Source: an optimization exercise on an open RTL-to-GDS flow (aim: small area and a short achievable clock period). Production flows keep margins and buffers that such runs may drop. Function was checked by simulation only, so behaviour that the tests miss may differ from the original. No activity file was given, so power comes from the tool's default toggle rates.

[flow/constraint.sdc]
create_clock -name core_clock -period 11.0 [get_ports {clk}]
set_input_delay 2.2000 -clock core_clock [delete_from_list [all_inputs] [get_ports {clk}]]
set_output_delay 2.2000 -clock core_clock [all_outputs]
set_load 0.01 [all_outputs]
[flow/design.v]
`timescale 1ns / 1ps
module conv (
input [4:0] stride,
input  conv_enable,
output reg [18:0] address1,
output [18:0] address2,
output reg [18:0] write_address,
output end_reach,
output reg full_conv_end, dot_sum_end,
input clk,
input reset,
input [9:0] w1 ,h1,w2,h2,
output reg [9:0] width, height
  );
wire [9:0] w2s = {4'b0, w2[5:0]};
wire [9:0] h2s = {4'b0, h2[5:0]};
reg [4:0]  sR;
reg [9:0]  Km;        
reg        K1;        
reg        w2is1;     
reg        h2is1;     
reg        sis1;      
reg [6:0]  CS1;       
function [9:0] sub10;
  input [9:0] a, b;
  reg [10:0] g, p, q;
  integer i, d;
  begin
    g[0] = 1'b1; p[0] = 1'b0;             
    for (i = 0; i < 10; i = i + 1) begin
      g[i+1] = a[i] & ~b[i];
      p[i+1] = a[i] ^ ~b[i];
    end
    q = p;
    for (d = 1; d < 11; d = d * 2)
      for (i = 10; i >= 1; i = i - 1)
        if (i >= d) begin
          g[i] = g[i] | (p[i] & g[i-d]);
          p[i] = p[i] & p[i-d];
        end
    for (i = 0; i < 10; i = i + 1)
      sub10[i] = q[i+1] ^ g[i];
  end
endfunction
always @(posedge clk) begin
  sR     <= stride;
  Km     <= sub10(w1, w2s);
  K1     <= (w1 == w2s);
  w2is1  <= (w2s == 10'd1);
  h2is1  <= (h2s == 10'd1);
  sis1   <= (stride == 5'd1);
  CS1    <= {1'b0, h2[5:0]} + 7'd2 - {2'b0, stride};
end
reg [5:0]  hc;              
reg        wrapF;           
reg [5:0]  vc;              
reg        vclF;            
reg        capF;            
reg [9:0]  P;               
reg        LC;              
reg        Hz;              
reg        HL;              
reg [9:0]  RL;              
reg [9:0]  VL;              
reg [9:0]  Vp1;             
reg [18:0] win_base;        
reg [18:0] nrb;             
reg [11:0] a2;              
assign end_reach = 1'b0;
assign address2 = {7'b0, a2};
wire        go      = conv_enable && !full_conv_end;
wire        wrap    = wrapF;
wire        win_end = wrapF && vclF;
wire        row_end = win_end && LC;
wire        cap     = wrapF && Hz && capF;
wire [18:0] a1_inc  = address1 + 19'd1;
wire [18:0] a1_wv   = address1 + {9'b0, Km} + 19'd1;
wire [18:0] a1_bs   = win_base + {14'b0, sR};
wire [18:0] nrb_cur = cap ? a1_wv : nrb;
wire [18:0] a1_n    = row_end ? nrb_cur :
                      win_end ? a1_bs :
                      wrap    ? a1_wv : a1_inc;
wire [9:0]  P_s     = P + {5'b0, sR};
wire [9:0]  P_n     = row_end ? {5'b0, sR} : P_s;
wire [9:0]  VLs     = VL - {5'b0, sR};
wire [9:0]  RL_n    = row_end ? VLs :
                      win_end ? VL :
                      wrap    ? RL - 10'd1 : RL;
wire        RL1     = (RL == 10'd1);
wire        Hz_n    = row_end || (Hz && !win_end);
wire        HL_n    = row_end ? K1 : win_end ? (P == Km) : HL;
wire        fce_n   = (wrap && !win_end && Hz && RL1) ||
                      (row_end && VL == {5'b0, sR});
wire        hgt_n   = (!wrap && hc == 6'd2 && HL && RL1) ||
                      (wrap && !win_end && w2is1 && HL && RL == 10'd2) ||
                      (win_end && !LC && w2is1 && P == Km && VL == 10'd1) ||
                      (row_end && w2is1 && K1 && VL == 10'd2);    
wire [9:0]  Vp1_n   = row_end ? Vp1 + {5'b0, sR} : Vp1;
always @(posedge clk) begin
  if (reset) begin
    hc <= w2[5:0]; wrapF <= (w2s == 10'd1);
    vc <= h2[5:0]; vclF <= (h2s == 10'd1);
    capF <= (stride == 5'd1);
    P <= {5'b0, stride};
    Hz <= 1'b1; HL <= (w1 == w2s);
    RL <= h1; VL <= h1; Vp1 <= 10'd1;
    win_base <= 0;
    address1 <= 0; a2 <= 0; write_address <= 0;
    dot_sum_end <= 0; full_conv_end <= 0;
    width <= 0; height <= 0;
  end else if (conv_enable) begin
    dot_sum_end <= go && win_end;
    if (go) begin
      hc <= wrap ? w2[5:0] : hc - 6'd1;
      wrapF <= wrap ? w2is1 : (hc == 6'd2);
      if (win_end) begin
        vc <= h2[5:0]; vclF <= h2is1; capF <= sis1;
      end else if (wrap) begin
        vc <= vc - 6'd1; vclF <= (vc == 6'd2); capF <= ({1'b0, vc} == CS1);
      end
      if (win_end) P <= P_n;
      Hz <= Hz_n; HL <= HL_n;
      RL <= RL_n; Vp1 <= Vp1_n;
      if (row_end) VL <= VLs;
      address1 <= a1_n;
      if (win_end) win_base <= a1_n;
      a2 <= win_end ? 12'd0 : a2 + 12'd1;
      if (win_end) write_address <= write_address + 19'd1;
      if (row_end) width <= P;
      if (fce_n) full_conv_end <= 1'b1;
      if (hgt_n) height <= Vp1_n;
    end
  end
end
always @(posedge clk) begin
  if (cap) nrb <= a1_wv;
end
wire LC_n = P_n > Km;
wire LC_h = P > Km;
always @(posedge clk) begin
  if (reset) LC <= (w1 == 10'd1);
  else LC <= (go && win_end) ? LC_n : LC_h;
end
endmodule
[flow/standard.sh]
#!/bin/bash
# synth_recipe.tcl (not shown) runs the flow's synth.tcl, then flattens the netlist and writes it again
# the make line also repeats each setting of config.mk as NAME=value (left out here)
make -C /OpenROAD-flow-scripts/flow DESIGN_CONFIG=/design/flow/config.mk WORK_HOME=/design/flow/orfs CLKGATE_MAP_FILE= SYNTH_SCRIPT=/design/flow/synth_recipe.tcl "${@:-finish}"
[flow/flow/run.sh]
#!/bin/bash
set -euo pipefail
cd "$(dirname "$0")/.."
bash standard.sh SETUP_SLACK_MARGIN=7.8 "BUFFER_PORTS_ARGS=-buffer_cell sky130_fd_sc_hd__buf_2" finish > flow_make.log 2>&1
[flow/config.mk]
export PLATFORM = sky130hd
export DESIGN_NAME = conv
export DESIGN_NICKNAME = conv
export VERILOG_FILES = /design/flow/design.v
export SDC_FILE = /design/flow/constraint.sdc
export NUM_CORES = 4
export LEC_CHECK = 0
export CAP_MARGIN = 20
export CORE_MARGIN = 2
export CORE_UTILIZATION = 40
export SLEW_MARGIN = 20
==> results.txt, run 1 <==
Outcome
The flow ran to the end and the layout has no timing, DRC or antenna violations.

Power
The sequential share of power is 44.8%. The net switching power is 566.2 µW. The internal portion of the total power is 1270 µW. Across the VDD grid, the largest voltage drop is 0.00009019 V. The power share of the clock group is 34.3%. For this design the ratio of total power to cell area is 131.2 nW/µm².

Of the total power, the share spent switching nets is 30.83%. The static leakage is 0.005763 µW. The share of power burned in combinational logic is 20.9%.

Clock tree
The clock net in this run drives a total of 194 sinks. The clock tree root buffer cell is clkbuf_16. The CTS tree is yes. The largest buffer count on any clock path is 2. The clock-pin slew on the worst setup and hold paths is 0.07 ns. The number of hold buffers added after CTS is 0.

The CTS buffer count is 17. The H-tree was split into 4 levels. For the worst-skew pair, the clock arrives at the later sink with an insertion delay of 0.44 ns.

Worst setup path
Data on the critical path is required at its endpoint by 11.34 ns. The critical path launch point type is an input pin. Data on the critical path arrives at its endpoint at 3.68 ns. In this run the worst path has a maximum fanout of 3. The worst setup path is captured at a flip-flop.

The worst setup path category is in2reg.

Place
The weighted congestion reported at the end of routability-driven placement is 0.8561. The placed instance area is 12680 µm². Detailed placement ended at an HPWL of 24.02 mm. The count of input and output buffers is 111.

Global route
The all-layer global routing usage is 22.47%. The initial antenna violation count is 0. The via count of the first global-routing pass is 9859. The total overflow reported by the global router is 0. The first-pass GRT wire length is 53.97 mm. Entering global routing, the biggest net connects 51 pins.

Synthesis
Of all flip-flops after synthesis, the portion carrying an async set or reset was 0%. The count of mapped cells out of synthesis is 1358. The area share of the leading cell type in the synthesized netlist is 26.37%. For this run, the number of Yosys warnings is 1.

The most used flip-flop cell after synthesis is dfxtp_1. Sequential elements use 36.97% of the synthesized area. By area the synthesized netlist is led by dfxtp_1, edfxtp_1, ha_1. The number of synthesized flops with an enable pin is 41. After synthesis, the netlist uses 84 different library cells. The synthesized area per cell is 8.552 µm². The area of the mapped netlist is 11610 µm². The cell type with the highest aggregate area in the netlist is dfxtp_1. In this run, synthesis produced a sequential element count of 194.

Layout
The number of nets at the end of the flow is 1623. Compared with the post-synthesis result, the final layout area differs by 20.48%. The finished cells cover 13990 µm².

The number of antenna diodes in the final layout is 0. The post-route netlist has 21.93% of its cells at a drive strength greater than 1.

STA
The number of max-slew violations in the final report was 0. The transition time of the tightest slew-check pin is 0.7871 ns. The count of final hold-check violations is 0.

Adding up every negative setup slack in the final design gives 0 ns. The clock arrives with 0.01902 ns of skew. Timing would allow up to 298.9 MHz. In this run the tightest slew margin relative to its limit is 47.53%. The total of endpoints with negative setup slack in the final report is 0. Setup repair after global routing could not meet its margin everywhere.

The routed design could run at a clock period as short as 3.346 ns. The final critical-path share of the clock period is 30.42%.

Routing
The per-cell via count in the routed design is 5.438. The detailed router finished its first iteration with 783 violations. Before antenna repair, the detailed router went through 5 iterations. The detail route stage leaves a number of antenna-violating nets equal to 0. The detail-routed net length per standard cell is 18.23 µm.

After detailed routing, the total wire length is 34.44 mm. In the routed design, unresolved DRC markers number 0. The total number of vias is 10270.

Min path
The path class of the tightest hold or removal check is reg2reg.

Floorplanning
The floorplan step defined a die boundary enclosing 30410 µm². The core footprint is 28630 µm². The initial standard-cell utilization of the core is 40.57%. The site row count is 62. 128 I/O pins were placed. The die is 174.4 µm wide.

The overall die height is 174.4 µm.

Run
The tool flagged a number of max-cap violations equal to 0.
-- kinds of logic (layout without fill, tap and decap cells) --
family	count (synthesis)	in the layout	share of synthesized area (%)
XOR/XNOR	133	133	10.03
AND/OR/NAND/NOR	453	456	18.09
flip-flops	194	194	36.97
AO/OA/AOI/OAI	321	321	18.10
adder cells (fa/ha/maj)	83	83	9.330
other	1	8	0.03229
multiplexers	25	25	2.209
buffers and inverters	148	285	5.236
-- state kept, by name, summed over array words and instances (netlist names), 5 cells and up, named ones only --
signal,cells
width,10
height,10
Vp1,10
address1,19
P,10
write_address,19
hc,6
sR,5
vc,6
VL,10
a2,12
win_base,19
nrb,19
Km,10
CS1,7
RL,10
-- cell usage after synthesis, drive strengths merged (4+ instances only) --
master	count
a211o	4
a211oi	13
a21o	15
a21oi	86
a22o	17
a2bb2oi	4
and2	8
and3	16
buf	25
clkbuf	41
dfxtp	153
edfxtp	41
fa	6
ha	77
inv	81
mux2	5
mux2i	20
nand2	150
nand2b	7
nand3	32
nand4	34
nor2	138
nor2b	11
nor3	29
nor4	5
nor4b	4
o2111ai	5
o211ai	11
o21a	13
o21ai	92
o21bai	5
o221ai	5
o22ai	6
o31ai	5
o32ai	5
or3	4
or4	5
xnor2	73
xor2	60
-- placed cells by master, fill, tap and decap left out, types with 11 or more instances in the layout --
cell	synthesis	final
a21o_1	14	14
ha_1	77	68
a211oi_1	12	11
mux2i_1	20	20
o21ai_0	87	82
dfxtp_2	0	18
nor2_1	137	132
xnor2_1	73	72
nand4_1	34	34
a22o_1	17	17
clkbuf_16	0	17
dfxtp_4	0	25
xor2_1	60	60
dfxtp_1	153	110
a21oi_1	82	78
nand3_1	32	31
nand2_1	149	142
buf_2	6	100
nor3_1	29	26
o21a_1	13	13
and3_1	15	15
inv_1	81	66
buf_4	10	58
edfxtp_1	41	41
-- power by group through the flow --
| stage | registers [µW] | logic, µW | clock network (µW) |
|---|---|---|---|
| 6_report | 823 | 384 | 629 |
| 5_1_grt | 828 | 429 | 670 |
| 4_1_cts | 825 | 372 | 643 |
| 3_5_place_dp | 846 | 349 | 0 |
| 3_3_place_gp | 845 | 340 | 0 |
| 2_1_floorplan | 830 | 267 | 0 |
-- layout make-up --
class	instances	area, µm²
fill	2772	14630
clock buffer	18	429.2
clock inverter	14	160.2
inverter	82	357.8
timing repair buffer	171	1136
tap	384	480.5
multi-input combinational	1026	7018
sequential	194	4410
-- metal layers --
metal | global-route usage [%] | vias up | share of wire, %
met2 | 38.82 | 298 | 49
met5 | 0 | - | 0
met1 | 28.83 | 4868 | 44
met3 | 3.390 | 52 | 5.0
li1 | - | 5054 | -
met4 | 7.003 | 0 | 2.3
-- path summary, 6_finish.rpt --
kind | startpoint | to | slack, ns | depth (start not counted)
worst min-delay path | nrb[15] | nrb[15] | 0.46 | 2
worst min register to register | nrb[15] | nrb[15] | 0.46 | 2
worst max-delay path | w2[1] | Km[6] | 7.65 | 12
worst max register to register | wrapF | LC | 7.78 | 15
-- critical path, cell delays in order --
cell	delay [ns]
buf_8	0.10
inv_4	0.05
ha_4	0.19
buf_6	0.12
o21a_1	0.11
o21a_1	0.20
o21ai_1	0.14
nand2_1	0.08
a21o_1	0.19
nand2_2	0.09
nand2b_1	0.08
xnor2_1	0.12
-- through the flow --
step | utilization, % | hold WS (ns) | total power [µW] | cells | setup slack, ns
after floorplan | - | 0.4134 | 1097 | 1365 | 7.484
after global placement | 44.27 | 0.4310 | 1185 | 1805 | 6.524
after detailed placement | 44.30 | 0.4377 | 1195 | 1806 | 6.524
after CTS | 48.10 | 0.4575 | 1841 | 1873 | 7.692
after global routing | 48.88 | 0.4737 | 1927 | 1889 | 7.585
final | 48.88 | 0.4560 | 1836 | 1889 | 7.654
-- repair_timing --
item | in CTS | in global routing
buffers inserted | 32 | 16
pin swaps | 11 | 23
hold endpoints to repair | 0 | 0
cloned | 3 | 0
setup endpoints to repair | 187 | 75
gates resized for setup | 90 | 42
==> run 2: changes to the inputs <==
==> flow/flow/run.sh (replaced) <==
#!/bin/bash
set -euo pipefail
cd "$(dirname "$0")/.."
bash standard.sh SETUP_SLACK_MARGIN=7.95 "BUFFER_PORTS_ARGS=-buffer_cell sky130_fd_sc_hd__buf_2" finish > flow_make.log 2>&1
==> run 2 against run 1 <==
Setup slack better by 0.089 ns. Clock power up 2%. Die area unchanged. Final area up 8.8%. Fmax up 2.7%. Synthesized area unchanged. Non-clock buffer count up 54. Via count up 3.0%. Critical path type is now reg2out.
==> results.txt, run 2 <==
STA
The post-route setup TNS is 0 ns (unchanged). The maximum operating frequency is 307.0 MHz (was 298.9 MHz). The worst slew slack as a fraction of its limit was 43.63% (was 47.53%).

The tightest hold margin is 0.4566 ns (was 0.4560 ns). The post-route worst setup slack came to 7.743 ns (was 7.654 ns). The number of max-slew violations in the final report is 0 (unchanged). The final worst clock skew is 0.01309 ns (was 0.01902 ns). The total of endpoints with negative setup slack in the final report is 0 (unchanged). The transition time of the tightest slew-check pin is 0.8424 ns (was 0.7871 ns). The time the final worst path needs with I/O delays and setup is 3.257 ns (was 3.346 ns). Unrepaired setup endpoints after global routing: yes (unchanged). The count of final hold-check violations came to 0 (unchanged). The final critical-path share of the clock period was 29.61% (was 30.42%).

Place
The weighted congestion reported at the end of routability-driven placement is 0.8914 (was 0.8561). The pre-CTS setup slack was 6.538 ns (was 6.524 ns). The count of input and output buffers is 111 (unchanged).

The estimated wirelength of the detail-placed design is 23.82 mm (was 24.02 mm).

Clock tree
The CTS tree was yes (unchanged). The insertion delay of the later-clocked pin in the worst-skew pair came to 0.45 ns (was 0.44 ns). The CTS buffer count was 17 (unchanged). The largest buffer count on any clock path is 2 (unchanged).

The clock-pin slew on the worst setup and hold paths is 0.08 ns (was 0.07 ns). The number of hold buffers added after CTS is 0 (unchanged). The clock tree root buffer cell is clkbuf_16 (unchanged). The sink count of the clock tree is 194 (unchanged). The H-tree depth reported by CTS came to 4 (unchanged).

Min path
The end point of the most critical hold path was nrb[17] (was nrb[15]). The depth of the worst hold-timing path is 2 (unchanged). The startpoint of the most critical hold path is nrb[17] (was nrb[15]). The kind of path behind the tightest hold check is reg2reg (unchanged).

Routing
The per-cell via count in the routed design is 5.446 (was 5.438). The detail-routed net length per standard cell was 18.41 µm (was 18.23 µm). The remaining routing DRC violations came to 0 (unchanged). The count of antenna-violating nets left after detailed routing is 0 (unchanged). The total number of vias came to 10580 (was 10270). The first-pass iteration count of the detailed router came to 5 (unchanged). The number of DRC violations after detailed-routing iteration 0 was 859 (was 783). The total wire length after detailed routing is 35.78 mm (was 34.44 mm).

Global route
The met3 demand-to-capacity share in global routing came to 4.090% (was 3.390%). The most utilized layer in the global route result is met2 (unchanged). The via count of the first global-routing pass is 10410 (was 9859). The maximum number of pins on one net before global-route repair is 40 (was 51). The met1 layer usage reported by global route is 30.15% (was 28.83%). The all-layer global routing usage is 23.53% (was 22.47%). The total overflow reported by the global router is 0 (unchanged).

The global routing usage on met2 came to 39.47% (was 38.82%). The initial antenna violation count came to 0 (unchanged). The first-pass GRT wire length came to 56.30 mm (was 53.97 mm).

Power
The static leakage is 0.006233 µW (was 0.005763 µW). The worst voltage drop across the vdd grid is 0.0001048 V (was 0.00009019 V). The final total power came to 1875 µW (was 1836 µW). The areal power density over the cells is 123.2 nW/µm² (was 131.2 nW/µm²).

Synthesis
Synth area leaders: dfxtp_1, edfxtp_1, ha_1 (unchanged). The register bit count reported by yosys is 194 (unchanged). The fraction of registers with async set/reset is 0% (unchanged). The synthesized area per cell is 8.552 µm² (unchanged). The area share of the leading cell type in the synthesized netlist is 26.37% (unchanged). The number of synthesized flops with an enable pin is 41 (unchanged). The synthesis warning total was 1 (unchanged). The post-synthesis cell type count is 84 (unchanged). The area of the mapped netlist is 11610 µm² (unchanged). The most used flip-flop cell after synthesis is dfxtp_1 (unchanged). Synth cell count leaders: dfxtp_1, nand2_1, nor2_1 (unchanged). The register area share after synthesis came to 36.97% (unchanged).

The count of mapped cells out of synthesis is 1358 (unchanged). The cell type with the highest aggregate area in the netlist is dfxtp_1 (unchanged). The most frequently used cell type in the post-synthesis netlist is dfxtp_1 (unchanged).

Layout
The filler cell count is 2637 (was 2772). The post-synthesis to final-layout area growth was 31.06% (was 20.48%). The area of the multi-input gates came to 7214 µm² (was 7018 µm²).

The number of nets at the end of the flow is 1677 (was 1623). The commonest non-fill, non-tap cell in the layout is nand2_1 (unchanged). The final standard cell utilization of the core was 53.17% (was 48.88%). Commonest cells after routing, fill and taps aside: nand2_1, nor2_1, buf_4, dfxtp_1 (was nand2_1, nor2_1, dfxtp_1, buf_2, o21ai_0). The antenna diode instance count came to 0 (unchanged).

The sequential cell area is 4452 µm² (was 4410 µm²). The fraction of final layout cells sized beyond drive strength 1 is 27.97% (was 21.93%).

Run
The number of violations of the max-capacitance limit is 0 (unchanged).

Floorplanning
The initial standard-cell utilization of the core came to 40.57% (unchanged). The overall die height is 174.4 µm (unchanged). The x dimension of the die is 174.4 µm (unchanged).

The site row count is 62 (unchanged). The core footprint was 28630 µm² (unchanged). The die area was 30410 µm² (unchanged).

The total I/O pin count is 128 (unchanged).

Worst setup path
The number of buffer and inverter stages on the critical path is 1 (was 3). The kind of cell adding the most delay to the critical path is flip-flops (was compound AO/OA/AOI/OAI gates). The delay of the slowest cell on the worst path is 0.45 ns (was 0.20 ns). The category of the worst setup path capture point was an output pin (was flip-flop). The critical path launch point type is a flip-flop (was input pin).

The data arrival time of the critical path is 1.06 ns (was 3.68 ns). The reg-to-reg endpoint is address1[16] (was LC). The startpoint of the lowest-slack register-to-register path is address1[0] (was wrapF).

The maximum net fanout on the critical path is 9 (was 3). Cells along the critical path: buf_2 (was buf_8, inv_4, ha_4, buf_6, o21a_1, o21a_1, o21ai_1, nand2_1, a21o_1, nand2_2, nand2b_1, xnor2_1). The depth of the most critical reg-to-reg path is 13 (was 15). The worst setup path category is reg2out (was in2reg).

The cell with the largest stage delay on the worst path is dfxtp_2 (was o21a_1). The internal reg-to-reg setup slack is 8.10 ns (was 7.78 ns). The required time of the worst setup path is 8.80 ns (was 11.34 ns).

Outcome
Status: timing/DRC/antenna clean (unchanged).
run 2: cell counts after synthesis:
Identical to the previous run, type by type.
run 2: timing repair:
| item | in CTS | in global routing |
|---|---|---|
| setup buffers | 85 | 16 |
| cloned | 5 | 0 |
| endpoints found under the setup margin | 248 | 120 |
| pin swaps | 29 | 23 |
| resized for setup | 222 | 42 |
run 2: cells by family (layout without fill, tap and decap cells):
group	Yosys count	after routing	share of synthesized area, %
compound gates	321	321	18.10
xor+xnor	133	133	10.03
fa+ha+maj	83	83	9.330
buf+inv	148	339	5.236
flops	194	194	36.97
mux	25	25	2.209
other cells	1	8	0.03229
simple gates	453	456	18.09
run 2: worst max-delay path by stage:
stage,depth (start not counted),from,end,slack [ns]
after floorplan,8,w1[1],Km[9],7.48
after global placement,6,reset,address1[16],6.55
after detailed placement,6,reset,address1[16],6.54
after CTS,1,address1[2],address1[2],7.73
after global routing,10,w2[1],Km[9],7.67
final,1,address1[2],address1[2],7.74
run 2: stage by stage:
stage | cell area [µm²] | instances
floorplan | 12130 | 1365
global placement | 12780 | 1805
detailed placement | 12780 | 1805
CTS | 14930 | 1927
global route | 15220 | 1943
finish | 15220 | 1943
run 2: area by class of cell:
cell class / instances / area share, %
clock buffer: 20 / 3.214
multi-input combinational: 1026 / 47.40
inverter: 82 / 2.343
tap: 384 / 3.157
clock inverter: 12 / 0.7234
timing repair buffer: 225 / 13.92
sequential: 194 / 29.25
run 2: worst register-to-register path, delay by kind of cell (launching register included):
family	cells	cell delay (ns)
xor gates and xnor gates	1	0.16
buffers and inverters	3	0.25
adders and majority gates	2	0.44
and+or+nand+nor	2	0.32
AOI/OAI and AO/OA	5	1.25
DFF	1	0.36
run 2: power by group:
part           internal (µW)  leakage, µW  switching (µW)
combinational            182      0.00424             230
clock                    332     0.000297             310
sequential               780      0.00170            39.8
total                   1290      0.00623             580
run 2: metal layers:
layer	wire length [µm]	vias to the layer above
li1	-	5168
met1	15360	5005
met2	17090	341
met3	2186	68
met4	1148	0
met5	0	-
==> run 3: changes to the inputs <==
==> flow/flow/run.sh (replaced) <==
#!/bin/bash
set -euo pipefail
cd "$(dirname "$0")/.."
bash standard.sh SETUP_SLACK_MARGIN=7.7 "BUFFER_PORTS_ARGS=-buffer_cell sky130_fd_sc_hd__buf_2" finish > flow_make.log 2>&1
==> run 3 against run 2 <==
Hold slack improved by 0.00072 ns. Global-route usage fell by 1.2 points. Clock skew increased by 0.0013 ns. Non-clock buffer count fell by 72. Clock power is 3% lower. Utilization shrank 5.4 points. Fmax shrank 1.3%. Setup slack got worse by 0.042 ns. Flip-flop and latch count did not move. Via count down 2.7%. Register-to-register slack got worse by 0.40 ns. First-iteration DRC count down 15%.
==> results.txt, run 3 <==
Min path
The depth of the worst hold-timing path is 2 (unchanged). The startpoint of the most critical hold path is nrb[13] (was nrb[17]). The end point of the most critical hold path is nrb[13] (was nrb[17]). The kind of path behind the tightest hold check is reg2reg (unchanged).

Layout
The post-synthesis to final-layout area growth is 17.68% (was 31.06%). The number of nets at the end of the flow came to 1604 (was 1677). The antenna diode instance count is 0 (unchanged). Commonest cells after routing, fill and taps aside: nand2_1, nor2_1, dfxtp_1, buf_2, o21ai_0 (was nand2_1, nor2_1, buf_4, dfxtp_1). The fraction of final layout cells sized beyond drive strength 1 was 18.78% (was 27.97%). The final standard cell utilization of the core is 47.74% (was 53.17%). The post-route cell area was 13670 µm² (was 15220 µm²). The commonest non-fill, non-tap cell in the layout was nand2_1 (unchanged).

Clock tree
The clock tree root buffer cell is clkbuf_16 (unchanged). The CTS tree is yes (unchanged). The CTS buffer count is 17 (unchanged). The number of hold buffers added after CTS is 0 (unchanged). The clock-pin slew on the worst setup and hold paths is 0.08 ns (about the same). The H-tree depth reported by CTS is 4 (unchanged). The sink count of the clock tree was 194 (unchanged). The insertion delay of the later-clocked pin in the worst-skew pair was 0.44 ns (was 0.45 ns). The largest buffer count on any clock path is 2 (unchanged).

Worst setup path
The reg-to-reg endpoint is LC (was address1[16]). The worst setup path category was reg2reg (was reg2out). The required time of the worst setup path is 11.36 ns (was 8.80 ns). The startpoint of the lowest-slack register-to-register path was wrapF (was address1[0]). The data arrival time of the critical path came to 3.66 ns (was 1.06 ns). The internal reg-to-reg setup slack is 7.70 ns (was 8.10 ns). Cells along the critical path: buf_8, clkinvlp_4, nor2_2, buf_4, nand2_2, nand2_1, o21ai_2, ha_1, nor2b_1, o21a_1, o21a_1, o211ai_1, a21boi_0, o21ai_0, a211o_1, o211ai_1 (was buf_2).

The critical path launch point type is a flip-flop (unchanged). The depth of the most critical reg-to-reg path is 16 (was 13). The category of the worst setup path capture point is a flip-flop (was output pin). The delay of the slowest cell on the worst path is 0.36 ns (was 0.45 ns).

The maximum net fanout on the critical path came to 33 (was 9). The cell with the largest stage delay on the worst path is edfxtp_1 (was dfxtp_2).

Place
The estimated wirelength of the detail-placed design is 24.16 mm (was 23.82 mm). The placed instance area is 12650 µm² (was 12780 µm²). The pre-CTS setup slack is 6.574 ns (was 6.538 ns).

The count of input and output buffers was 111 (unchanged). The weighted congestion reported at the end of routability-driven placement came to 0.8378 (was 0.8914).

Power
The power share of the clock group is 34.2% (was 34.3%). The areal power density over the cells is 133.6 nW/µm² (was 123.2 nW/µm²). The static leakage was 0.005608 µW (was 0.006233 µW).

The share of power burned in combinational logic is 20.3% (was 22.0%). The internal power summed over all cells came to 1266 µW (was 1295 µW). The sequential share of power is 45.4% (was 43.7%). The worst voltage drop across the vdd grid came to 0.0001134 V (was 0.0001048 V).

The net switching power is 559.4 µW (was 580.2 µW). The switching power as a share of total power is 30.65% (was 30.95%).

STA
The tightest hold margin is 0.4573 ns (was 0.4566 ns). The total of endpoints with negative setup slack in the final report is 0 (unchanged). The post-route setup TNS came to 0 ns (unchanged).

The final critical-path share of the clock period is 30.00% (was 29.61%). The post-route worst setup slack is 7.700 ns (was 7.743 ns). The maximum operating frequency is 303.0 MHz (was 307.0 MHz). The final worst clock skew was 0.01441 ns (was 0.01309 ns). The transition time of the tightest slew-check pin is 0.7124 ns (was 0.8424 ns). The worst slew slack as a fraction of its limit came to 52.46% (was 43.63%). The number of max-slew violations in the final report is 0 (unchanged). The count of final hold-check violations is 0 (unchanged). The time the final worst path needs with I/O delays and setup is 3.300 ns (was 3.257 ns).

Unrepaired setup endpoints after global routing: yes (unchanged).

Floorplanning
The total I/O pin count was 128 (unchanged). The core footprint is 28630 µm² (unchanged). The site row count came to 62 (unchanged). The die area was 30410 µm² (unchanged). The overall die height is 174.4 µm (unchanged). The initial standard-cell utilization of the core is 40.57% (unchanged).

The x dimension of the die is 174.4 µm (unchanged).

Routing
The total wire length after detailed routing came to 34.40 mm (was 35.78 mm). The number of DRC violations after detailed-routing iteration 0 was 730 (was 859). The first-pass iteration count of the detailed router is 5 (unchanged).

The detail-routed net length per standard cell came to 18.39 µm (was 18.41 µm). The remaining routing DRC violations is 0 (unchanged). The count of antenna-violating nets left after detailed routing is 0 (unchanged).

The per-cell via count in the routed design came to 5.507 (was 5.446). The total number of vias came to 10300 (was 10580).

Synthesis
The register bit count reported by yosys is 194 (unchanged). Synth area leaders: dfxtp_1, edfxtp_1, ha_1 (unchanged). The area of the mapped netlist is 11610 µm² (unchanged). The cell type with the highest aggregate area in the netlist is dfxtp_1 (unchanged). The area share of the leading cell type in the synthesized netlist came to 26.37% (unchanged).

The register area share after synthesis is 36.97% (unchanged). Synth cell count leaders: dfxtp_1, nand2_1, nor2_1 (unchanged). The synthesis warning total came to 1 (unchanged).

The number of synthesized flops with an enable pin came to 41 (unchanged). The fraction of registers with async set/reset is 0% (unchanged). The most frequently used cell type in the post-synthesis netlist is dfxtp_1 (unchanged). The post-synthesis cell type count was 84 (unchanged). The most used flip-flop cell after synthesis is dfxtp_1 (unchanged). The count of mapped cells out of synthesis is 1358 (unchanged). The synthesized area per cell was 8.552 µm² (unchanged).

Global route
The first-pass GRT wire length is 53.65 mm (was 56.30 mm). The via count of the first global-routing pass was 9963 (was 10410). The total overflow reported by the global router came to 0 (unchanged). The maximum number of pins on one net before global-route repair is 56 (was 40). The all-layer global routing usage is 22.36% (was 23.53%). The initial antenna violation count is 0 (unchanged).

Outcome
Status: timing/DRC/antenna clean (unchanged).

Run
The number of violations of the max-capacitance limit came to 0 (unchanged).
[run 3: cell counts after synthesis]
No cell type changed its count.
[run 3: cell type report]
cell class / count / area [µm²]
clock buffer: 20 / 478.0
tap: 384 / 480.5
timing repair buffer: 153 / 958.4
inverter: 82 / 345.3
clock inverter: 12 / 110.1
multi-input combinational: 1025 / 6970
fill: 2762 / 14960
sequential: 194 / 4324
[run 3: power groups by stage]
stage	Combinational (µW)	Clock, µW	Sequential, µW
after floorplan	265	0	830
after global placement	338	0	845
after detailed placement	348	0	846
after CTS	363	637	829
after global routing	412	668	836
final	371	625	829
[run 3: per-layer routing]
| metal | part of all wire, % | vias up | GRT usage [%] |
|---|---|---|---|
| met1 | 44 | 4918 | 28.63 |
| met3 | 5.6 | 72 | 4.353 |
| li1 | - | 5011 | - |
| met2 | 47 | 297 | 37.24 |
| met4 | 3.3 | 0 | 8.473 |
| met5 | 0 | - | 0 |
[run 3: logic make-up after synthesis]
logic type                 after synthesis  share of synthesized area (%)
adders and majority gates               83                          9.330
and+or+nand+nor                        453                          18.09
xor gates and xnor gates               133                          10.03
AOI/OAI and AO/OA                      321                          18.10
buffers and inverters                  148                          5.236
other                                    1                        0.03229
muxes                                   25                          2.209
DFF                                    194                          36.97
[run 3: how the worst max path moves through the flow]
stage	startpoint	endpoint	slack, ns	cells past startpoint
after global placement	conv_enable	write_address[9]	6.57	8
after detailed placement	conv_enable	write_address[9]	6.57	8
after CTS	conv_enable	LC	7.64	8
after global routing	wrapF	LC	7.60	16
after floorplan	w1[1]	Km[9]	7.48	8
final	wrapF	LC	7.70	16
[run 3: critical path, delay by kind of cell (launching register included)]
family / cells / cell delay, ns
AOI/OAI and AO/OA: 8 / 1.10
adders and majority gates: 1 / 0.31
buffers and inverters: 3 / 0.74
DFF: 1 / 0.36
and+or+nand+nor: 4 / 0.71
[run 3: per-stage QoR]
stage | std cells | total power, µW
6_report | 1870 | 1825
5_1_grt | 1870 | 1916
4_1_cts | 1865 | 1829
3_5_place_dp | 1806 | 1194
3_3_place_gp | 1806 | 1183
2_1_floorplan | 1365 | 1095
[run 3: timing repair]
action | in CTS | in global routing
cloned | 2 | 1
setup buffers | 25 | 4
pin swaps | 12 | 9
resized for setup | 33 | 23
setup endpoints to repair | 125 | 33
==> run 4: changes to the inputs <==
==> flow/flow/run.sh (replaced) <==
#!/bin/bash
set -euo pipefail
cd "$(dirname "$0")/.."
bash standard.sh SETUP_SLACK_MARGIN=7.3 "BUFFER_PORTS_ARGS=-buffer_cell sky130_fd_sc_hd__buf_2" finish > flow_make.log 2>&1
==> run 4 against run 3 <==
Via count fell by 1.6%. Non-clock buffer count fell by 17. Hold slack got worse by 0.0028 ns. Clock power rose by 3.4%. Setup slack got worse by 0.30 ns. Clock-buffer cell count fell by 1. Flip-flop and latch count did not move. Synthesized cell count did not move. Final cell count fell by 1.0%. Combinational power fell by 6.5%.
==> results.txt, run 4 <==
Synthesis
The register bit count reported by yosys was 194 (unchanged). The most used flip-flop cell after synthesis is dfxtp_1 (unchanged). The area share of the leading cell type in the synthesized netlist is 26.37% (unchanged).

The synthesis warning total is 1 (unchanged). The register area share after synthesis is 36.97% (unchanged). The count of mapped cells out of synthesis was 1358 (unchanged). The fraction of registers with async set/reset is 0% (unchanged). The post-synthesis cell type count is 84 (unchanged). Synth cell count leaders: dfxtp_1, nand2_1, nor2_1 (unchanged).

The number of synthesized flops with an enable pin is 41 (unchanged). The area of the mapped netlist is 11610 µm² (unchanged). The cell type with the highest aggregate area in the netlist is dfxtp_1 (unchanged). The most frequently used cell type in the post-synthesis netlist is dfxtp_1 (unchanged). Synth area leaders: dfxtp_1, edfxtp_1, ha_1 (unchanged). The synthesized area per cell is 8.552 µm² (unchanged).

Place
The weighted congestion reported at the end of routability-driven placement is 0.8602 (was 0.8378). The count of input and output buffers is 111 (unchanged). The estimated wirelength of the detail-placed design was 24.04 mm (was 24.16 mm).

Clock tree
The CTS buffer count is 17 (unchanged). The insertion delay of the later-clocked pin in the worst-skew pair is 0.44 ns (about the same). The CTS tree was yes (unchanged).

The H-tree depth reported by CTS is 4 (unchanged). The largest buffer count on any clock path was 2 (unchanged). The clock-pin slew on the worst setup and hold paths is 0.07 ns (was 0.08 ns).

The sink count of the clock tree is 194 (unchanged). The number of hold buffers added after CTS came to 0 (unchanged). The clock tree root buffer cell is clkbuf_16 (unchanged).

Power
The static leakage came to 0.005487 µW (was 0.005608 µW). The final total power is 1822 µW (was 1825 µW). The areal power density over the cells is 137.5 nW/µm² (was 133.6 nW/µm²). The worst voltage drop across the vdd grid is 0.00008450 V (was 0.0001134 V).

Worst setup path
The internal reg-to-reg setup slack is 7.53 ns (was 7.70 ns). The maximum net fanout on the critical path is 27 (was 33). The critical path launch point type is an input pin (was flip-flop). The category of the worst setup path capture point is a flip-flop (unchanged).

The required time of the worst setup path is 11.36 ns (about the same). Cells along the critical path: buf_2, nor2b_2, buf_4, nand2_2, nor2_4, o21ai_0, a211o_1, o211ai_1 (was buf_8, clkinvlp_4, nor2_2, buf_4, nand2_2, nand2_1, o21ai_2, ha_1, nor2b_1, o21a_1, o21a_1, o211ai_1, a21boi_0, o21ai_0, a211o_1, o211ai_1). The delay of the slowest cell on the worst path is 0.35 ns (was 0.36 ns). The cell with the largest stage delay on the worst path is buf_4 (was edfxtp_1).

The worst setup path category is in2reg (was reg2reg). The data arrival time of the critical path is 3.97 ns (was 3.66 ns).

STA
The number of max-slew violations in the final report is 0 (unchanged). The post-route setup TNS is 0 ns (unchanged). Unrepaired setup endpoints after global routing: yes (unchanged). The maximum operating frequency is 277.8 MHz (was 303.0 MHz). The total of endpoints with negative setup slack in the final report is 0 (unchanged). The transition time of the tightest slew-check pin was 0.9486 ns (was 0.7124 ns).

The final worst clock skew is 0.01358 ns (was 0.01441 ns). The worst slew slack as a fraction of its limit came to 36.75% (was 52.46%). The time the final worst path needs with I/O delays and setup is 3.600 ns (was 3.300 ns). The final critical-path share of the clock period is 32.73% (was 30.00%). The count of final hold-check violations is 0 (unchanged).

Floorplanning
The site row count is 62 (unchanged). The x dimension of the die came to 174.4 µm (unchanged). The core footprint was 28630 µm² (unchanged). The overall die height is 174.4 µm (unchanged). The total I/O pin count is 128 (unchanged). The die area was 30410 µm² (unchanged). The initial standard-cell utilization of the core is 40.57% (unchanged).

Global route
The first-pass GRT wire length is 52.57 mm (was 53.65 mm). The maximum number of pins on one net before global-route repair is 60 (was 56). The total overflow reported by the global router is 0 (unchanged). The via count of the first global-routing pass is 9690 (was 9963). The initial antenna violation count came to 0 (unchanged).

The all-layer global routing usage is 21.88% (was 22.36%).

Layout
Commonest cells after routing, fill and taps aside: dfxtp_1, nand2_1, nor2_1, buf_2, o21ai_0 (was nand2_1, nor2_1, dfxtp_1, buf_2, o21ai_0). The commonest non-fill, non-tap cell in the layout was dfxtp_1 (was nand2_1). The sequential cell area was 4294 µm² (was 4324 µm²). The area of the multi-input gates is 6789 µm² (was 6970 µm²). The antenna diode instance count is 0 (unchanged). The fraction of final layout cells sized beyond drive strength 1 was 14.31% (was 18.78%). The post-synthesis to final-layout area growth is 14.09% (was 17.68%). The filler cell count is 2815 (was 2762).

The number of nets at the end of the flow is 1585 (was 1604).

Routing
The total number of vias is 10140 (was 10300). The first-pass iteration count of the detailed router is 6 (was 5). The number of DRC violations after detailed-routing iteration 0 is 752 (was 730). The count of antenna-violating nets left after detailed routing is 0 (unchanged). The detail-routed net length per standard cell is 18.13 µm (was 18.39 µm). The per-cell via count in the routed design came to 5.475 (was 5.507). The total wire length after detailed routing was 33.56 mm (was 34.40 mm). The remaining routing DRC violations is 0 (unchanged).

Run
The number of violations of the max-capacitance limit is 0 (unchanged).

Outcome
Status: timing/DRC/antenna clean (unchanged).

Min path
The kind of path behind the tightest hold check was reg2reg (unchanged).
==> run 4: power breakdown <==
part	internal (µW)	leakage, µW	switching, µW
clock	341	0.000298	305
sequential	785	0.00166	43.8
combinational	142	0.00353	205
total	1270	0.00549	554
==> run 4: kinds of logic (layout without fill, tap and decap cells) <==
| family | count (synthesis) | after routing | share of synthesized area [%] |
|---|---|---|---|
| AND/OR/NAND/NOR | 453 | 453 | 18.09 |
| AO/OA/AOI/OAI | 321 | 321 | 18.10 |
| flip-flops | 194 | 194 | 36.97 |
| buffers and inverters | 148 | 250 | 5.236 |
| XOR/XNOR | 133 | 133 | 10.03 |
| adder cells (fa/ha/maj) | 83 | 83 | 9.330 |
| multiplexers | 25 | 25 | 2.209 |
| other | 1 | 8 | 0.03229 |
==> run 4: final cells by class <==
cell class | count | area share, %
multi-input combinational | 1023 | 51.24
sequential | 194 | 32.41
timing repair buffer | 136 | 5.817
tap | 384 | 3.626
clock buffer | 19 | 3.503
inverter | 82 | 2.361
clock inverter | 13 | 1.048
==> run 4: final timing paths <==
path          startpoint      end  cells past startpoint
min reg2reg      nrb[18]  nrb[18]                      2
max          conv_enable       LC                      8
min              nrb[18]  nrb[18]                      2
max reg2reg        wrapF       LC                     15
==> run 4: repair_timing <==
| item | in CTS | in global routing |
|---|---|---|
| buffers inserted | 0 | 9 |
| pin swaps | 0 | 1 |
| setup endpoints to repair | 73 | 36 |
| cloned | 0 | 1 |
| gates resized for setup | 10 | 10 |
==> run 4: worst max-delay path: cells and delay by family <==
kind,cells,cell delay [ns]
AOI/OAI and AO/OA,3,0.53
and+or+nand+nor,3,0.77
buffers and inverters,2,0.45
==> run 4: stage by stage <==
stage | area, µm² | util [%] | setup WS (ns) | std cells | hold WS [ns]
final | 13250 | 46.29 | 7.400 | 1851 | 0.4545
after detailed placement | 12500 | 43.68 | 6.298 | 1809 | 0.4380
after floorplan | 11650 | - | 7.316 | 1365 | 0.4134
after global routing | 13250 | 46.29 | 7.262 | 1851 | 0.4796
after CTS | 13140 | 45.90 | 7.178 | 1841 | 0.4584
after global placement | 12500 | 43.68 | 6.335 | 1809 | 0.4298
==> run 4: per-layer routing <==
metal	share of wire (%)	global-route usage [%]	vias to the layer above
met5	0	0	-
met4	1.4	5.672	0
met3	6.1	3.959	30
met2	48	36.95	293
met1	45	28.80	4839
li1	-	-	4973
==> run 5: changes to the inputs <==
==> flow/flow/run.sh (replaced) <==
#!/bin/bash
set -euo pipefail
cd "$(dirname "$0")/.."
bash standard.sh SETUP_SLACK_MARGIN=7.6 "BUFFER_PORTS_ARGS=-buffer_cell sky130_fd_sc_hd__buf_2" CORE_UTILIZATION=50 finish > flow_make.log 2>&1
==> run 5 against run 4 <==
Sequential share of layout area down 0.44 points. Largest power group unchanged. Critical endpoint is now address1[5]. Via count up 0.65%. Global-route usage up 5.6 points. Register-to-register slack better by 0.18 ns. Final area up 1.5%. Largest cell class unchanged. Hold slack better by 0.0071 ns. Power up 0.80%.
==> results.txt, run 5 <==
Layout
The fraction of final layout cells sized beyond drive strength 1 was 16.61% (was 14.31%). The filler cell count was 2095 (was 2815). The commonest non-fill, non-tap cell in the layout is dfxtp_1 (unchanged). Commonest cells after routing, fill and taps aside: dfxtp_1, nand2_1, nor2_1, buf_2, o21ai_0 (unchanged). The number of standard cells in the layout, taps in and fillers out was 1761 (was 1851). The number of nets at the end of the flow is 1593 (was 1585).

The post-synthesis to final-layout area growth is 15.76% (was 14.09%).

Routing
The detail-routed net length per standard cell is 18.77 µm (was 18.13 µm). The count of antenna-violating nets left after detailed routing is 0 (unchanged). The top layer reached by signal wires is met4 (unchanged). The total number of vias is 10200 (was 10140). The remaining routing DRC violations is 0 (unchanged). The first-pass iteration count of the detailed router is 5 (was 6). The per-cell via count in the routed design is 5.793 (was 5.475). The routed metal-1 wire length was 14.85 mm (was 15.11 mm). The total wire length after detailed routing is 33.05 mm (was 33.56 mm). The total length of routed met3 wires was 1.956 mm (was 2.052 mm).

The met2 wirelength from detailed routing is 15.42 mm (was 15.95 mm). The number of DRC violations after detailed-routing iteration 0 is 629 (was 752).

Worst setup path
The kind of cell adding the most delay to the critical path is buffers and inverters (was simple AND/OR/NAND/NOR gates). The delay of the slowest cell on the worst path is 0.39 ns (was 0.35 ns). The category of the worst setup path capture point is a flip-flop (unchanged). The worst setup path category is in2reg (unchanged). The required time of the worst setup path was 11.39 ns (was 11.36 ns). The number of buffer and inverter stages on the critical path is 4 (was 2). The data arrival time of the critical path is 3.80 ns (was 3.97 ns). The cell with the largest stage delay on the worst path is a2111oi_1 (was buf_4). The critical path launch point type is an input pin (unchanged). The maximum net fanout on the critical path was 42 (was 27). Cells along the critical path: buf_4, buf_16, clkinvlp_4, buf_8, nand2_1, a2111oi_1, a31o_2 (was buf_2, nor2b_2, buf_4, nand2_2, nor2_4, o21ai_0, a211o_1, o211ai_1).

Clock tree
The H-tree depth reported by CTS was 4 (unchanged). The largest buffer count on any clock path came to 2 (unchanged). The clock-pin slew on the worst setup and hold paths is 0.08 ns (was 0.07 ns). The insertion delay of the later-clocked pin in the worst-skew pair was 0.44 ns (about the same).

The sink count of the clock tree was 194 (unchanged). The CTS buffer count is 17 (unchanged). The clock tree root buffer cell was clkbuf_16 (unchanged). The CTS tree is yes (unchanged).

STA
The total of endpoints with negative setup slack in the final report is 0 (unchanged). The count of final hold-check violations is 0 (unchanged). The final worst clock skew was 0.01666 ns (was 0.01358 ns). The final critical-path share of the clock period is 31.02% (was 32.73%). The post-route setup TNS is 0 ns (unchanged). The worst slew slack as a fraction of its limit is 31.88% (was 36.75%). The tightest hold margin is 0.4616 ns (was 0.4545 ns).

The time the final worst path needs with I/O delays and setup is 3.412 ns (was 3.600 ns). The number of max-slew violations in the final report is 0 (unchanged). Unrepaired setup endpoints after global routing: yes (unchanged).

The post-route worst setup slack is 7.588 ns (was 7.400 ns). The maximum operating frequency is 293.0 MHz (was 277.8 MHz). The transition time of the tightest slew-check pin is 1.019 ns (was 0.9486 ns).

Global route
The via count of the first global-routing pass is 9581 (was 9690). The initial antenna violation count is 1 (was 0). The first-pass GRT wire length is 52.32 mm (was 52.57 mm). The total overflow reported by the global router was 0 (unchanged). The all-layer global routing usage is 27.49% (was 21.88%). The maximum number of pins on one net before global-route repair is 43 (was 60).

Run
The number of violations of the max-capacitance limit came to 0 (unchanged).

Floorplanning
The site row count is 55 (was 62). The x dimension of the die is 156.4 µm (was 174.4 µm). The core footprint is 22710 µm² (was 28630 µm²). The initial standard-cell utilization of the core was 51.14% (was 40.57%). The total I/O pin count is 128 (unchanged).

The die area is 24460 µm² (was 30410 µm²). The overall die height was 156.4 µm (was 174.4 µm).

Place
The weighted congestion reported at the end of routability-driven placement is 0.8528 (was 0.8602). The count of input and output buffers is 111 (unchanged). The estimated wirelength of the detail-placed design is 23.34 mm (was 24.04 mm). The pre-CTS setup slack is 5.988 ns (was 6.298 ns). The number of placed cells counting well taps is 1708 (was 1809).

Synthesis
The most frequently used cell type in the post-synthesis netlist is dfxtp_1 (unchanged). The area of the mapped netlist came to 11610 µm² (unchanged). Synth area leaders: dfxtp_1, edfxtp_1, ha_1 (unchanged). The synthesized area per cell is 8.552 µm² (unchanged).

The synthesis warning total is 1 (unchanged). The post-synthesis cell type count is 84 (unchanged). The most used flip-flop cell after synthesis is dfxtp_1 (unchanged). The area share of the leading cell type in the synthesized netlist was 26.37% (unchanged). The count of mapped cells out of synthesis is 1358 (unchanged). The register bit count reported by yosys is 194 (unchanged).

The cell type with the highest aggregate area in the netlist is dfxtp_1 (unchanged). The register area share after synthesis is 36.97% (unchanged). The fraction of registers with async set/reset was 0% (unchanged). Synth cell count leaders: dfxtp_1, nand2_1, nor2_1 (unchanged). The number of synthesized flops with an enable pin is 41 (unchanged).

Power
The areal power density over the cells is 136.6 nW/µm² (was 137.5 nW/µm²). The worst voltage drop across the vdd grid came to 0.00008906 V (was 0.00008450 V). The static leakage was 0.005552 µW (was 0.005487 µW).

Min path
The kind of path behind the tightest hold check is reg2reg (unchanged).

Outcome
Status: timing/DRC/antenna clean (unchanged).
==> run 5: cell count changes in the layout (fill, tap and decap cells not counted), sizes merged <==
cell / delta
buf: +6
bufbuf: +1
bufinv: -1
clkbuf: -2
clkinv: +4
clkinvlp: +2
diode: +1
inv: -3
nand2b: +1
==> run 5: stage by stage <==
step,instance area [µm²],util [%],power [µW]
5_1_grt,13440,59.19,1928
3_3_place_gp,12510,55.07,1183
2_1_floorplan,11810,-,1093
6_report,13440,59.20,1836
4_1_cts,13370,58.88,1842
3_5_place_dp,12510,55.07,1191
==> run 5: layer usage <==
layer  vias to the layer above  GRT usage [%]
met5                         -              0
met4                         0          8.519
met3                        52          4.348
met2                       330          44.75
met1                      4813          37.58
li1                       5006              -
==> run 5: final timing paths <==
kind | to | from | depth (start not counted) | slack, ns
worst min register to register | nrb[18] | nrb[18] | 2 | 0.46
worst min-delay path | nrb[18] | nrb[18] | 2 | 0.46
worst max register to register | LC | wrapF | 15 | 7.71
worst max-delay path | address1[5] | reset | 7 | 7.59
==> run 5: timing repair <==
item	CTS	global route
setup endpoints to repair	135	16
cloned	3	0
endpoints found under the hold margin	0	0
pin swaps	2	5
setup buffers	12	5
hold buffers	0	0
gates resized for setup	24	12
==> run 5: cell families (layout without fill, tap and decap cells) <==
kind of cell	count (synthesis)	after routing	share of synthesized area, %
AO/OA/AOI/OAI	321	321	18.10
XOR/XNOR	133	133	10.03
adder cells (fa/ha/maj)	83	83	9.330
buffers and inverters	148	257	5.236
flip-flops	194	194	36.97
multiplexers	25	25	2.209
other	1	9	0.03229
AND/OR/NAND/NOR	453	454	18.09
==> run 5: layout make-up <==
type | instances | area [µm²] | area share [%]
repair buffers | 143 | 894.6 | 6.654
clock inverters | 15 | 185.2 | 1.377
diodes | 1 | 2.502 | 0.01861
well taps | 285 | 356.6 | 2.652
inverters | 82 | 344.1 | 2.559
flip-flops and latches | 194 | 4298 | 31.97
multi-input cells | 1024 | 6938 | 51.61
clock buffers | 17 | 425.4 | 3.164
==> run 5: tightest hold or removal path: stages (launching register included) <==
cell	delay (ns)
dfxtp_1	0.31
nand2_1	0.05
o21ai_0	0.06
==> run 5: power breakdown <==
part           total [µW]  switching (µW)  internal, µW
logic                 366             213           153
registers             828            43.7           785
clock network         643             332           311
==> run 6: changes to the inputs <==
==> flow/flow/run.sh (replaced) <==
#!/bin/bash
set -euo pipefail
cd "$(dirname "$0")/.."
bash standard.sh SETUP_SLACK_MARGIN=7.6 "BUFFER_PORTS_ARGS=-buffer_cell sky130_fd_sc_hd__buf_2" TNS_END_PERCENT=10 finish > flow_make.log 2>&1
==> run 6 against run 5 <==
Still clean on timing, DRC and antenna. Global-route usage is 5.6 points lower. Critical path depth stayed put. Via count is 0.87% lower. Combinational power is 5% lower.
==> results.txt, run 6 <==
Floorplanning
The total I/O pin count is 128 (unchanged). The core footprint is 28630 µm² (was 22710 µm²). The x dimension of the die was 174.4 µm (was 156.4 µm). The site row count is 62 (was 55). The die area is 30410 µm² (was 24460 µm²). The overall die height is 174.4 µm (was 156.4 µm). The initial standard-cell utilization of the core is 40.57% (was 51.14%).

Worst setup path
The worst setup path category is in2reg (unchanged). The data arrival time of the critical path is 3.80 ns (about the same). The maximum net fanout on the critical path is 56 (was 42).

The required time of the worst setup path is 11.39 ns (about the same). The depth of the most critical reg-to-reg path was 13 (was 15). The category of the worst setup path capture point is a flip-flop (unchanged). The critical path launch point type was an input pin (unchanged). The launching element of the worst setup path was reset (unchanged). The internal reg-to-reg setup slack came to 7.69 ns (was 7.71 ns). The reg-to-reg endpoint is LC (unchanged). The end of the critical path is address1[5] (unchanged). The startpoint of the lowest-slack register-to-register path is LC (was wrapF).

Global route
The via count of the first global-routing pass was 9596 (was 9581). The all-layer global routing usage is 21.86% (was 27.49%). The maximum number of pins on one net before global-route repair is 57 (was 43). The total overflow reported by the global router came to 0 (unchanged). The initial antenna violation count is 0 (was 1). The first-pass GRT wire length is 52.10 mm (was 52.32 mm).

STA
Unrepaired setup endpoints after global routing: yes (unchanged). The total of endpoints with negative setup slack in the final report was 0 (unchanged). The number of max-slew violations in the final report is 0 (unchanged).

The final critical-path share of the clock period is 31.00% (was 31.02%). The worst slew slack as a fraction of its limit was 46.45% (was 31.88%). The count of final hold-check violations came to 0 (unchanged). The maximum operating frequency is 293.3 MHz (was 293.0 MHz). The transition time of the tightest slew-check pin is 0.8033 ns (was 1.019 ns). The time the final worst path needs with I/O delays and setup is 3.410 ns (was 3.412 ns). The post-route setup TNS is 0 ns (unchanged). The final worst clock skew is 0.01580 ns (was 0.01666 ns).

Routing
The number of DRC violations after detailed-routing iteration 0 is 818 (was 629). The remaining routing DRC violations is 0 (unchanged). The routed metal-1 wire length is 14.94 mm (was 14.85 mm). The total length of routed met3 wires was 2.069 mm (was 1.956 mm). The detail-routed net length per standard cell is 17.97 µm (was 18.77 µm).

The per-cell via count in the routed design is 5.448 (was 5.793). The met2 wirelength from detailed routing is 15.33 mm (was 15.42 mm). The first-pass iteration count of the detailed router is 6 (was 5).

The count of antenna-violating nets left after detailed routing was 0 (unchanged). The top layer reached by signal wires is met4 (unchanged). The total wire length after detailed routing is 33.36 mm (was 33.05 mm). The total number of vias was 10110 (was 10200).

Clock tree
The number of hold buffers added after CTS is 0 (unchanged). The clock tree root buffer cell is clkbuf_16 (unchanged). The CTS tree is yes (unchanged). The insertion delay of the later-clocked pin in the worst-skew pair was 0.45 ns (was 0.44 ns). The clock-pin slew on the worst setup and hold paths was 0.08 ns (about the same).

The sink count of the clock tree is 194 (unchanged). The CTS buffer count is 17 (unchanged). The H-tree depth reported by CTS is 4 (unchanged). The largest buffer count on any clock path is 2 (unchanged).

Layout
The fraction of final layout cells sized beyond drive strength 1 was 15.29% (was 16.61%). The number of nets at the end of the flow came to 1590 (was 1593). The post-synthesis to final-layout area growth was 15.05% (was 15.76%). The final standard cell utilization of the core is 46.68% (was 59.20%). The commonest non-fill, non-tap cell in the layout is dfxtp_1 (unchanged). The antenna diode instance count came to 0 (was 1). Commonest cells after routing, fill and taps aside: dfxtp_1, nand2_1, nor2_1, buf_2, o21ai_0 (unchanged).

Power
The net switching power is 556.1 µW (was 588.5 µW). The internal power summed over all cells is 1273 µW (was 1248 µW). The share of power burned in combinational logic is 19.1% (was 19.9%).

The switching power as a share of total power is 30.41% (was 32.05%). The static leakage is 0.005513 µW (was 0.005552 µW). The worst voltage drop across the vdd grid is 0.00009048 V (was 0.00008906 V). The sequential share of power came to 45.3% (was 45.1%).

The power share of the clock group is 35.6% (was 35.0%). The areal power density over the cells is 136.9 nW/µm² (was 136.6 nW/µm²).

Synthesis
Synth area leaders: dfxtp_1, edfxtp_1, ha_1 (unchanged). The register bit count reported by yosys is 194 (unchanged). The count of mapped cells out of synthesis is 1358 (unchanged). The fraction of registers with async set/reset is 0% (unchanged).

The synthesized area per cell is 8.552 µm² (unchanged). Synth cell count leaders: dfxtp_1, nand2_1, nor2_1 (unchanged). The area share of the leading cell type in the synthesized netlist is 26.37% (unchanged). The post-synthesis cell type count is 84 (unchanged). The area of the mapped netlist is 11610 µm² (unchanged). The synthesis warning total is 1 (unchanged). The register area share after synthesis came to 36.97% (unchanged). The most used flip-flop cell after synthesis is dfxtp_1 (unchanged). The most frequently used cell type in the post-synthesis netlist is dfxtp_1 (unchanged). The cell type with the highest aggregate area in the netlist is dfxtp_1 (unchanged). The number of synthesized flops with an enable pin came to 41 (unchanged).

Place
The count of input and output buffers is 111 (unchanged). The weighted congestion reported at the end of routability-driven placement came to 0.8637 (was 0.8528). The estimated wirelength of the detail-placed design is 23.68 mm (was 23.34 mm).

Min path
The startpoint of the most critical hold path is nrb[13] (was nrb[18]). The kind of path behind the tightest hold check is reg2reg (unchanged).

Outcome
Status: timing/DRC/antenna clean (unchanged).

Run
The number of violations of the max-capacitance limit is 0 (unchanged).
[run 6: cell counts after synthesis]
Identical to the previous run, type by type.
[run 6: how the worst min path moves through the flow]
stage | to | slack (ns) | cells after the start
after floorplan | nrb[10] | 0.41 | 2
after global placement | nrb[13] | 0.43 | 2
after detailed placement | nrb[13] | 0.43 | 2
after CTS | nrb[1] | 0.45 | 2
after global routing | nrb[1] | 0.47 | 2
final | nrb[13] | 0.45 | 2
[run 6: metrics by stage]
| step | hold WS, ns | instances | worst slack (ns) | total power, µW | instance area (µm²) |
|---|---|---|---|---|---|
| finish | 0.4523 | 1856 | 7.590 | 1829 | 13360 |
| global route | 0.4688 | 1856 | 7.484 | 1917 | 13360 |
| CTS | 0.4545 | 1846 | 7.473 | 1837 | 13270 |
| detailed placement | 0.4342 | 1808 | 6.326 | 1185 | 12540 |
| global placement | 0.4290 | 1808 | 6.363 | 1177 | 12540 |
| floorplan | 0.4134 | 1365 | 7.476 | 1089 | 11720 |
[run 6: power groups by stage]
| stage | registers, µW | clock network [µW] | logic (µW) |
|---|---|---|---|
| 6_report | 829 | 651 | 349 |
| 5_1_grt | 835 | 689 | 393 |
| 4_1_cts | 829 | 661 | 347 |
| 3_5_place_dp | 846 | 0 | 339 |
| 3_3_place_gp | 845 | 0 | 332 |
| 2_1_floorplan | 830 | 0 | 259 |
[run 6: layout make-up]
class,instances,area (µm²)
fillers,2797,15260
flip-flops and latches,194,4295
multi-input cells,1024,6859
clock inverters,14,171.4
well taps,384,480.5
inverters,82,316.6
repair buffers,140,809.5
clock buffers,18,429.2
[run 6: timing repair]
item / CTS / global route
setup endpoints to repair: 123 / 43
pin swaps: 1 / 2
setup buffers: 5 / 9
gates resized for setup: 23 / 5
gates cloned: 1 / 1
[run 6: layer usage]
metal	vias to the layer above	GRT usage, %
met5	-	0
met4	0	8.193
met1	4739	28.87
met2	333	35.43
li1	4976	-
met3	64	4.178
[run 6: logic make-up after synthesis]
family	Yosys count	share of synthesized area, %
simple gates	453	18.09
compound gates	321	18.10
flops	194	36.97
buf+inv	148	5.236
xor+xnor	133	10.03
fa+ha+maj	83	9.330
mux	25	2.209
other cells	1	0.03229
[run 6: worst max-delay path, stage by stage]
cell	delay, ns
buf_6	0.18
buf_12	0.24
inv_1	0.12
buf_12	0.25
nand2_1	0.24
a2111oi_1	0.39
a31o_2	0.15
==> run 7: changes to the inputs <==
==> flow/flow/run.sh (replaced) <==
#!/bin/bash
set -euo pipefail
cd "$(dirname "$0")/.."
bash standard.sh SETUP_SLACK_MARGIN=7.6 "BUFFER_PORTS_ARGS=-buffer_cell sky130_fd_sc_hd__buf_2" finish > flow_make.log 2>&1
==> run 7 against run 6 <==
Still clean on timing, DRC and antenna. Utilization is 0.45 points higher. Die area did not move. Wire length up 1.2%. Flip-flop and latch count did not move. Synthesized area did not move. Critical path type unchanged. Largest cell class unchanged. Largest power group unchanged.
==> results.txt, run 7 <==
Outcome
Status: timing/DRC/antenna clean (unchanged).

Worst setup path
The startpoint of the lowest-slack register-to-register path is vclF (was LC). The reg-to-reg endpoint is LC (unchanged). Cells along the critical path: buf_2, nand2b_4, nor2_4, buf_12, nand3_1, nor2_4, nand2_1, or3_1, a21oi_1 (was buf_6, buf_12, inv_1, buf_12, nand2_1, a2111oi_1, a31o_2). The dominant cell type by count on the critical path was nor2_4 (was buf_12). The launching element of the worst setup path is conv_enable (was reset). The maximum net fanout on the critical path is 22 (was 56). The data arrival time of the critical path is 3.72 ns (was 3.80 ns). The delay of the slowest cell on the worst path is 0.34 ns (was 0.39 ns). The internal reg-to-reg setup slack is 7.79 ns (was 7.69 ns).

The critical path launch point type is an input pin (unchanged). The cell with the largest stage delay on the worst path was or3_1 (was a2111oi_1). The required time of the worst setup path was 11.36 ns (was 11.39 ns). The category of the worst setup path capture point is a flip-flop (unchanged). The worst setup path category is in2reg (unchanged). The depth of the most critical reg-to-reg path is 16 (was 13).

Place
The number of placed cells counting well taps was 1810 (was 1808). The count of input and output buffers is 111 (unchanged). The placed instance area is 12650 µm² (was 12540 µm²). The estimated wirelength of the detail-placed design is 24.11 mm (was 23.68 mm).

The weighted congestion reported at the end of routability-driven placement is 0.9222 (was 0.8637).

Synthesis
The synthesis warning total came to 1 (unchanged). Synth cell count leaders: dfxtp_1, nand2_1, nor2_1 (unchanged). Synth area leaders: dfxtp_1, edfxtp_1, ha_1 (unchanged). The most frequently used cell type in the post-synthesis netlist is dfxtp_1 (unchanged). The cell type with the highest aggregate area in the netlist is dfxtp_1 (unchanged).

The area of the mapped netlist is 11610 µm² (unchanged). The register bit count reported by yosys is 194 (unchanged). The synthesized area per cell is 8.552 µm² (unchanged). The number of synthesized flops with an enable pin was 41 (unchanged).

The area share of the leading cell type in the synthesized netlist is 26.37% (unchanged). The post-synthesis cell type count is 84 (unchanged). The count of mapped cells out of synthesis is 1358 (unchanged).

The fraction of registers with async set/reset is 0% (unchanged). The most used flip-flop cell after synthesis was dfxtp_1 (unchanged). The register area share after synthesis is 36.97% (unchanged).

Global route
The total overflow reported by the global router is 0 (unchanged). The first-pass GRT wire length is 52.90 mm (was 52.10 mm). The initial antenna violation count is 0 (unchanged). The maximum number of pins on one net before global-route repair is 70 (was 57). The all-layer global routing usage is 22.13% (was 21.86%).

The via count of the first global-routing pass is 9639 (was 9596).

Power
The static leakage came to 0.005531 µW (was 0.005513 µW). The worst voltage drop across the vdd grid is 0.0001125 V (was 0.00009048 V). The areal power density over the cells is 132.8 nW/µm² (was 136.9 nW/µm²).

Clock tree
The largest buffer count on any clock path is 2 (unchanged). The insertion delay of the later-clocked pin in the worst-skew pair is 0.44 ns (was 0.45 ns). The CTS tree is yes (unchanged). The CTS buffer count was 17 (unchanged).

The sink count of the clock tree came to 194 (unchanged). The H-tree depth reported by CTS is 4 (unchanged). The clock-pin slew on the worst setup and hold paths is 0.07 ns (was 0.08 ns).

The clock tree root buffer cell was clkbuf_16 (unchanged). The number of hold buffers added after CTS came to 0 (unchanged).

Layout
The filler cell count is 2806 (was 2797). The post-synthesis to final-layout area growth was 16.17% (was 15.05%). The area of the multi-input gates is 6938 µm² (was 6859 µm²). The sequential cell area was 4302 µm² (was 4295 µm²). Commonest cells after routing, fill and taps aside: dfxtp_1, nand2_1, nor2_1, buf_2, o21ai_0 (unchanged). The number of nets at the end of the flow is 1597 (was 1590). The post-route cell area is 13490 µm² (was 13360 µm²). The fraction of final layout cells sized beyond drive strength 1 is 16.90% (was 15.29%). The antenna diode instance count is 0 (unchanged). The number of standard cells in the layout, taps in and fillers out came to 1863 (was 1856).

STA
The count of final hold-check violations was 0 (unchanged). Unrepaired setup endpoints after global routing: yes (unchanged). The worst slew slack as a fraction of its limit is 42.64% (was 46.45%). The maximum operating frequency came to 297.7 MHz (was 293.3 MHz).

The final worst clock skew is 0.01286 ns (was 0.01580 ns). The transition time of the tightest slew-check pin is 0.8573 ns (was 0.8033 ns). The number of max-slew violations in the final report is 0 (unchanged).

The final critical-path share of the clock period is 30.54% (was 31.00%). The tightest hold margin is 0.4541 ns (was 0.4523 ns). The post-route setup TNS came to 0 ns (unchanged). The total of endpoints with negative setup slack in the final report is 0 (unchanged).

The time the final worst path needs with I/O delays and setup is 3.359 ns (was 3.410 ns).

Floorplanning
The die area came to 30410 µm² (unchanged). The x dimension of the die is 174.4 µm (unchanged). The overall die height is 174.4 µm (unchanged). The total I/O pin count came to 128 (unchanged). The core footprint came to 28630 µm² (unchanged). The site row count is 62 (unchanged). The initial standard-cell utilization of the core is 40.57% (unchanged).

Min path
The startpoint of the most critical hold path is nrb[18] (was nrb[13]). The kind of path behind the tightest hold check is reg2reg (unchanged). The depth of the worst hold-timing path is 2 (unchanged). The end point of the most critical hold path is nrb[18] (was nrb[13]).

Routing
The total wire length after detailed routing is 33.74 mm (was 33.36 mm). The total number of vias is 10200 (was 10110). The first-pass iteration count of the detailed router is 5 (was 6). The detail-routed net length per standard cell is 18.11 µm (was 17.97 µm). The remaining routing DRC violations is 0 (unchanged). The count of antenna-violating nets left after detailed routing is 0 (unchanged). The number of DRC violations after detailed-routing iteration 0 is 874 (was 818). The per-cell via count in the routed design is 5.477 (was 5.448).

Run
The number of violations of the max-capacitance limit is 0 (unchanged).
## run 7: cell counts after synthesis
No cell type changed its count.
## run 7: routing by layer
layer | up-vias | wire [µm] | track usage, %
met4 | 0 | 1100 | 8.333
met2 | 316 | 15460 | 36.16
met5 | - | 0 | 0
met1 | 4834 | 15420 | 29.48
li1 | 4989 | - | -
met3 | 64 | 1757 | 3.456
## run 7: critical path, delay by kind of cell
kind                   cells  cell delay [ns]
AOI/OAI and AO/OA          1             0.14
buffers and inverters      2             0.36
and+or+nand+nor            6             1.02
## run 7: report_power, final
group | switching (µW) | internal (µW) | leakage (µW) | total (µW)
Sequential | 43.5 | 785 | 0.00166 | 828
Clock | 299 | 301 | 0.000272 | 600
Combinational | 213 | 150 | 0.00360 | 363
Total | 556 | 1240 | 0.00553 | 1790
## run 7: cell type report
| class | instances | area share [%] |
|---|---|---|
| clock inverters | 13 | 0.7697 |
| inverters | 82 | 2.522 |
| flip-flops and latches | 194 | 31.88 |
| multi-input cells | 1024 | 51.42 |
| repair inverters | 1 | 0.03710 |
| repair buffers | 146 | 6.520 |
| well taps | 384 | 3.561 |
| clock buffers | 19 | 3.283 |
## run 7: how the worst max path moves through the flow
stage / endpoint
2_1_floorplan: Km[9]
3_3_place_gp: LC
3_5_place_dp: LC
4_1_cts: LC
5_1_grt: Km[7]
6_report: write_address[18]
## run 7: repair_timing
| item | 4_1_cts | 5_1_grt |
|---|---|---|
| gates resized for setup | 23 | 12 |
| setup buffers | 8 | 11 |
| endpoints found under the setup margin | 134 | 27 |
| cloned | 2 | 0 |
| pin swaps | 1 | 9 |
## run 7: cells by family after synthesis
family	share of synthesized area [%]
and+or+nand+nor	18.09
AOI/OAI and AO/OA	18.10
DFF	36.97
buffers and inverters	5.236
xor gates and xnor gates	10.03
adders and majority gates	9.330
muxes	2.209
other	0.03229
## run 7: metrics by stage
stage | power, µW | worst slack, ns | utilization [%]
floorplan | 1093 | 7.484 | -
global placement | 1186 | 6.250 | 44.20
detailed placement | 1193 | 6.203 | 44.20
CTS | 1796 | 7.424 | 46.75
global route | 1882 | 7.569 | 47.13
finish | 1791 | 7.641 | 47.13

[static timing again, ports no longer ideal]
In the flow no input, the clock included, has a driving cell. The finished layouts below were timed again as built, in two steps. Step 1 sets driving cells, clkbuf_16 on the clock port and buf_2 on the other inputs (assumed; they add their load-dependent delay and slew). Step 2 also shifts input and output timing later by t, the mid clock arrival at the registers, as if the neighbouring blocks saw the same clock. Slacks: no drivers / after step 1 / after step 2; pairs: no drivers / after step 1.
run | shift t [ns] | slack for setup (ns) | hold WS [ns] | worst register clock-pin slew, ns | worst slew at a driven data input, ns
run 1 | 0.481 | 7.654 / 7.663 / 7.182 | 0.456 / 0.456 / 0.456 | 0.08 / 0.08 | 0.08
run 2 | 0.485 | 7.743 / 7.694 / 7.280 | 0.457 / 0.457 / 0.457 | 0.09 / 0.09 | 0.09
run 3 | 0.475 | 7.700 / 7.693 / 7.267 | 0.457 / 0.457 / 0.457 | 0.08 / 0.08 | 0.05
run 4 | 0.488 | 7.400 / 7.400 / 6.920 | 0.455 / 0.455 / 0.455 | 0.08 / 0.08 | 0.04
run 5 | 0.484 | 7.588 / 7.606 / 7.127 | 0.462 / 0.462 / 0.462 | 0.09 / 0.09 | 0.03
run 6 | 0.490 | 7.590 / 7.571 / 7.120 | 0.452 / 0.452 / 0.452 | 0.08 / 0.08 | 0.05
run 7 | 0.481 | 7.641 / 7.627 / 7.167 | 0.454 / 0.454 / 0.454 | 0.08 / 0.08 | 0.08
After both steps every run listed still meets setup and hold. The setup slack of run 4, which loses most, moves by 0.000 ns with the drivers and by -0.480 ns with both steps.
